Source: an optimization exercise on an open RTL-to-GDS flow (aim: small area, a short achievable clock period and few clock cycles per item). Production flows keep margins and buffers that such runs may drop.
Function was checked by simulation only, so behaviour that the tests miss may differ from the original.
No activity file was given, so power comes from the tool's default toggle rates.

== job 3019 ==
Design ECC_ENC_DEC, start of the top module:
module ECC_ENC_DEC
#(
parameter DATA_WIDTH = 32,
parameter AMBA_ADDR_WIDTH = 20,
parameter AMBA_WORD = 32
)
(
input wire clk,
input wire rst,
input wire [AMBA_ADDR_WIDTH-1:0] PADDR,
input wire [AMBA_WORD-1:0] PWDATA,
input wire PENABLE,
           PSEL,
           PWRITE,
output reg [AMBA_WORD-1:0] PRDATA,
output reg [DATA_WIDTH-1:0] data_out,
output reg operation_done,
output reg [1:0] num_of_errors
);
==> flow/config.mk <==
export PLATFORM = sky130hd
export DESIGN_NAME = ECC_ENC_DEC
export DESIGN_NICKNAME = ECC_ENC_DEC
export VERILOG_FILES = /design/flow/design.v
export SDC_FILE = /design/flow/constraint.sdc
export NUM_CORES = 4
export LEC_CHECK = 0
export CAP_MARGIN = 20
export CORE_MARGIN = 2
export CORE_UTILIZATION = 40
export CTS_CLUSTER_DIAMETER = 100
export CTS_CLUSTER_SIZE = 25
export SETUP_SLACK_MARGIN = 2.95
export SLEW_MARGIN = 20
==> flow/constraint.sdc <==
create_clock -name core_clock -period 5.0 [get_ports {clk}]
set_input_delay 1.0000 -clock core_clock [delete_from_list [all_inputs] [get_ports {clk}]]
set_output_delay 1.0000 -clock core_clock [all_outputs]
set_load 0.01 [all_outputs]
standard.sh (not shown) runs the stock make flow with config.mk's settings and CLKGATE_MAP_FILE= SYNTH_SCRIPT=/design/flow/synth_recipe.tcl, a recipe that flattens the netlist after the stock synthesis.
==> flow/flow/run.sh <==
#!/bin/bash
# The standard layout (standard.sh), with the port buffers made from buf_1 cells
# instead of the delay cell that buffer_ports picks by default.
set -euo pipefail
export BUFFER_PORTS_ARGS="-buffer_cell sky130_fd_sc_hd__buf_1"
bash standard.sh > standard.log 2>&1
Every stage of the flow completed for job 3019, and the final layout passed the timing, DRC and antenna checks.
Testbench counts of job 3019, summed over its fixed seeds: cycles 12,384, ops 1,920.
Relative to job 3019, the following input files were edited for job 5719:
Settings: changing SETUP_SLACK_MARGIN from 2.95 to 3.0; changing CORE_UTILIZATION from 40 to 60; setting PLACE_DENSITY to 0.75 for the first time.
### Flow results
Number of gates resized after cts was lower in the run labelled job 3019. Of job 5719 and job 3019, job 3019 shows the lower combinational share of power, with job 5719 above it. The critical path depth reported for job 5719 is greater than that of job 3019 by 2. Critical path's largest stage delay across job 5719 and job 3019: no real change. Changes observed in job 5719 relative to job 3019: cell area after placement went down 1.5%; power in combinational cells now sits higher; detailed router's first-iteration violation count went down by 22; via count shows an increase of 572; sum of routed wire length over all layers went down by 530 um. Between job 3019 and job 5719, the async set or reset register ratio after synthesis does not differ in any meaningful way. Job 5719 vs job 3019: slack of the critical path down in job 5719.
> inputs changed (job 5719 -> job 1341)
Settings: a change of CORE_UTILIZATION from 60 to 40; a change of SETUP_SLACK_MARGIN from 3.0 to 2.7; a deleted PLACE_DENSITY that had been 0.75.
[summary]
- Job 1341 vs job 5719: ratio of final minimum period to clock period up
- Power delta (job 1341 − job 5719): favourable
- Job 1341 vs. job 5719: number of standard cells in the layout, taps in and fillers out went up by about 3.4%.
- Across both runs, setup slack of the critical path after layout was lower for job 1341 than for job 5719.
- Peak fanout along the critical path, job 1341 and job 5719, higher one = job 5719.
Edits applied to the flow inputs when going from job 1341 to job 4090:
Settings: changing SETUP_SLACK_MARGIN from 2.7 to 3.1.
==> comparison <==
Of the two values seen for critical path capture point, sD[0]$_DFF_P_ was produced by job 1341 and sN[0]$_DFF_P_ by job 4090.
Compared with job 1341, in job 4090 area used by sequential logic in the layout up 84 sq um; count of TritonRoute iterations in the first routing pass up 2; setup slack after layout up 0.29 ns; maximum achievable frequency up 66 MHz; design area up 14%.
Job 4090 ends up with higher routed wire length than job 1341 does.
Delta (job 4090 minus job 1341): post-placement cell count essentially unchanged; total power now larger.
Between job 4090 and job 1341, the total vias in the final route is higher for job 4090.
Summary — count of clock buffers in the final design, job 4090 relative to job 1341: higher, by 1.
> inputs changed (job 4090 -> job 1841)
Settings: a change of SETUP_SLACK_MARGIN from 3.1 to 2.9.
Findings:
NOTE pin count of the biggest net entering global routing job 4090->job 1841 decreased by more than 10%. Job 1841 reports a lower final instance area than job 4090 does. Count of instances resized after the clock tree is built: job 1841 vs job 4090 down 156. Job 1841 vs. job 4090: maximum net fanout on the critical path climbed 49; power shrank by 11%. Run comparison: job 4090 standard cell with the maximum stage delay on the critical path dfrtp_2; job 1841 standard cell with the maximum stage delay on the critical path dfxtp_1. Route | job 1841 vs job 4090 | wire shorter in job 1841.
[inputs] job 5637 vs job 1841
Settings: TNS_END_PERCENT now 30, previously not set; SETUP_SLACK_MARGIN now 3.0, was 2.9.
Notes after the runs:
Row share of final layout cell area taken by non-clock buffers: job 5637 higher / job 1841 lower
[compare] base=job 1841 new=job 5637: fill cell total of the finished layout -43, number of nets in the finished design rose 57, y dimension of the die has remained practically unchanged.
In the tables for job 5637 and job 1841, detailed-route wire length reads higher with job 5637.
Job 5637 vs job 1841 — routed wire length on met2 rose about 9%.
Cell with the largest stage delay on the worst path: dfxtp_1 -> job 1841, xnor3_1 -> job 5637
Changes observed in job 5637 relative to job 1841: first-pass GRT wire length went up 2.5%; worst voltage drop across the vdd grid went up about 3.5%; per-cell routed wire length went up 0.84 um; post-synth net total held; total met3 wirelength after detailed routing held.

* * *

v8:
ECC_ENC_DEC, a different RTL version from the one above (not shown whole).
Size in the first run: roughly 1100 cells after synthesis, about 220 flip-flops, about 120 I/O pins, about 12000 sq um of cells after synthesis.
Settings: LEC_CHECK=0, CAP_MARGIN=20, CORE_MARGIN=2, CORE_UTILIZATION=40, CTS_CLUSTER_DIAMETER=100, CTS_CLUSTER_SIZE=25, SETUP_SLACK_MARGIN=3.0, SLEW_MARGIN=20; clock period 5.0 ns.
Scripts as last shown in full above: flow/flow/run.sh
v8 finished every stage and its layout cleared the timing, DRC and antenna checks.
Testbench counts of v8, summed over its fixed seeds: cycles 12,384, ops 1,920.
### v8 -> v14
==> flow/flow/run.sh <==
#!/bin/bash
# The standard layout (standard.sh), with two changes to the cells it may use:
#  - the port buffers are buf_1 cells instead of the delay cell buffer_ports picks by default;
#  - the 3-input XOR/XNOR cells are added to the platform's don't-use list, so that
#    synthesis and repair build the parity trees from 2-input XOR/XNOR cells.
set -euo pipefail
export BUFFER_PORTS_ARGS="-buffer_cell sky130_fd_sc_hd__buf_1"
DU=$(make -s -C "$FLOW_HOME" DESIGN_CONFIG="$PWD/config.mk" WORK_HOME="$PWD/orfs" print-DONT_USE_CELLS 2> print.log | sed -n 's/^DONT_USE_CELLS: //p')
[ -n "$DU" ]
DU="$DU sky130_fd_sc_hd__xnor3_1 sky130_fd_sc_hd__xnor3_2 sky130_fd_sc_hd__xnor3_4 sky130_fd_sc_hd__xor3_1 sky130_fd_sc_hd__xor3_2 sky130_fd_sc_hd__xor3_4"
echo "DONT_USE_CELLS=$DU" > dont_use.txt
bash standard.sh DONT_USE_CELLS="$DU" finish > standard.log 2>&1
v14 completed; timing, DRC and antenna clean. Share of total power in combinational logic was lower in the run labelled v14. On v14: part of the cycle the worst path needs is 3.3 points lower than what v8 gave. Diff v8 -> v14: cell area fell 1000 sq um; number of H-tree levels was more or less identical. v14 vs v8: share of cell area taken by multi-input logic gates down. As far as boundary pin count goes, v14 and v8 are indistinguishable; the numbers are identical. v14 — via count 488 lower, v8 as reference. Across both runs, total power density per cell area was lower for v14 than for v8. Looking at met2 layer wire length in the routed design, v14 sits 6.8% below v8. Between v8 and v14, the effective utilization at floorplan figures differ only marginally.
Setup changes, v14 to v22
diff --git a/flow/config.mk b/flow/config.mk
--- a/flow/config.mk
+++ b/flow/config.mk
@@ -12,3 +12,3 @@
 export CTS_CLUSTER_SIZE = 25
-export SETUP_SLACK_MARGIN = 3.0
+export SETUP_SLACK_MARGIN = 2.95
 export SLEW_MARGIN = 20
[summary]
- As far as clock skew is concerned, v14 and v22 perform about the same.
- v22 against v14: worst setup slack went up by 24 ps; count of cells along the worst register-to-register path +1; number of standard cells in the final layout excluding fillers now smaller.
- Lower power share of the combinational group among v14 and v22: v22
- Between v14 and v22, the flow reports met3 wirelength from detailed routing increasing by more than 10%.
- Changes observed in v22 relative to v14: final critical-path required period lower; sequential share of layout area higher.
- In the route summary, v22 ends up with a via count below that of v14.
- Looking at total iterations of the first detailed-routing run across v14 and v22, the one that comes out lower is v22.
Edits applied to the flow inputs when going from v22 to v20:
==> flow/flow/run.sh <==
#!/bin/bash
# The standard layout (standard.sh), with the port buffers made from buf_1 cells
# instead of the delay cell that buffer_ports picks by default.
set -euo pipefail
export BUFFER_PORTS_ARGS="-buffer_cell sky130_fd_sc_hd__buf_1"
bash standard.sh > standard.log 2>&1
[summary]
Cell with the biggest individual delay on the critical path = sky130_fd_sc_hd__dfxtp_4: v22; cell with the biggest individual delay on the critical path = sky130_fd_sc_hd__dfrtp_2: v20
v20 finished every step from synthesis to the final layout, and the layout passed the timing, DRC and antenna checks.
Final cell count in v20 is 4.6% above v22.
v20 ends up with a wire length that is about 10% higher than in v22.
Compared with v22, v20 shows number of buffers and inverters on the critical path lower by 3.
Going from v22 to v20, final worst-path cycle share +4.5 points; cell area after layout +about 11%.
Inputs modified between v20 and v1:
==> flow/flow/run.sh <==
#!/bin/bash
# The standard layout (standard.sh), with two changes to the cells it may use:
#  - the port buffers are buf_1 cells instead of the delay cell buffer_ports picks by default;
#  - the 3-input XOR/XNOR cells are added to the platform's don't-use list, so that
#    synthesis and repair build the parity trees from 2-input XOR/XNOR cells.
set -euo pipefail
export BUFFER_PORTS_ARGS="-buffer_cell sky130_fd_sc_hd__buf_1"
DU=$(make -s -C "$FLOW_HOME" DESIGN_CONFIG="$PWD/config.mk" WORK_HOME="$PWD/orfs" print-DONT_USE_CELLS 2> print.log | sed -n 's/^DONT_USE_CELLS: //p')
[ -n "$DU" ]
DU="$DU sky130_fd_sc_hd__xnor3_1 sky130_fd_sc_hd__xnor3_2 sky130_fd_sc_hd__xnor3_4 sky130_fd_sc_hd__xor3_1 sky130_fd_sc_hd__xor3_2 sky130_fd_sc_hd__xor3_4"
echo "DONT_USE_CELLS=$DU" > dont_use.txt
bash standard.sh DONT_USE_CELLS="$DU" finish > standard.log 2>&1
diff --git a/flow/config.mk b/flow/config.mk
--- a/flow/config.mk
+++ b/flow/config.mk
@@ -12,3 +12,3 @@
 export CTS_CLUSTER_SIZE = 25
-export SETUP_SLACK_MARGIN = 2.95
+export SETUP_SLACK_MARGIN = 2.9
 export SLEW_MARGIN = 20
==> notes.md <==
- Looking only at area added between synthesis and finish, and setting everything else aside, the higher value of v1 and v20 goes to v20.
- v1: mean post-synth cell area is about 5% lower than what v20 reported.
- Between v1 and v20, part of the cycle the worst path needs is lower for v1, v20 comes in above that.
- v1 contains fewer vias than v20.

## static timing again, ports no longer ideal
How much do the figures lean on ideal ports? The routed layouts below were timed once more, with nothing changed but the port constraints. Step 1 assumes that a clkbuf_16 drives the clock port and a buf_2 every other input. Step 2 times the ports against the registers' clock, not the clock port: input delays grow and output delays shrink by t, the midpoint of the rising clock arrivals with the driver on. Three values: ideal ports, drivers, drivers and shift; two values: the first two.
| run | t (ns) | slack for setup (ns) | hold WS [ns] | worst setup path at the end | slew at the worst register clock pin (ns) |
|---|---|---|---|---|---|
| job 3019 | 0.526 | 2.994 / 2.975 / 2.478 | 0.510 / 0.510 / 0.510 | input to register | 0.10 / 0.10 |
| job 5719 | 0.528 | 2.872 / 2.872 / 2.512 | 0.512 / 0.512 / 0.512 | input to register | 0.10 / 0.10 |
| job 1341 | 0.531 | 2.744 / 2.744 / 2.368 | 0.509 / 0.509 / 0.509 | input to register | 0.10 / 0.10 |
| job 4090 | 0.528 | 3.036 / 2.992 / 2.564 | 0.471 / 0.469 / 0.512 | input to register | 0.12 / 0.12 |
| job 1841 | 0.530 | 2.917 / 2.917 / 2.433 | 0.509 / 0.509 / 0.509 | input to register | 0.10 / 0.10 |
| job 5637 | 0.534 | 2.970 / 2.963 / 2.515 | 0.510 / 0.510 / 0.510 | input to register | 0.10 / 0.10 |
| v8 | 0.532 | 2.817 / 2.817 / 2.620 | 0.511 / 0.511 / 0.511 | input to register | 0.10 / 0.10 |
| v14 | 0.532 | 2.982 / 2.978 / 2.624 | 0.505 / 0.505 / 0.505 | input to register | 0.11 / 0.11 |
| v22 | 0.534 | 3.006 / 2.970 / 2.647 | 0.510 / 0.510 / 0.510 | input to register | 0.11 / 0.11 |
| v20 | 0.537 | 2.782 / 2.782 / 2.639 | 0.506 / 0.506 / 0.506 | input to register | 0.11 / 0.11 |
| v1 | 0.533 | 2.986 / 2.938 / 2.542 | 0.507 / 0.507 / 0.507 | input to register | 0.10 / 0.10 |
After both steps every run listed still meets setup and hold. For job 3019, which loses most, drivers alone change the setup slack by -0.019 ns; drivers and shift together by -0.516 ns.
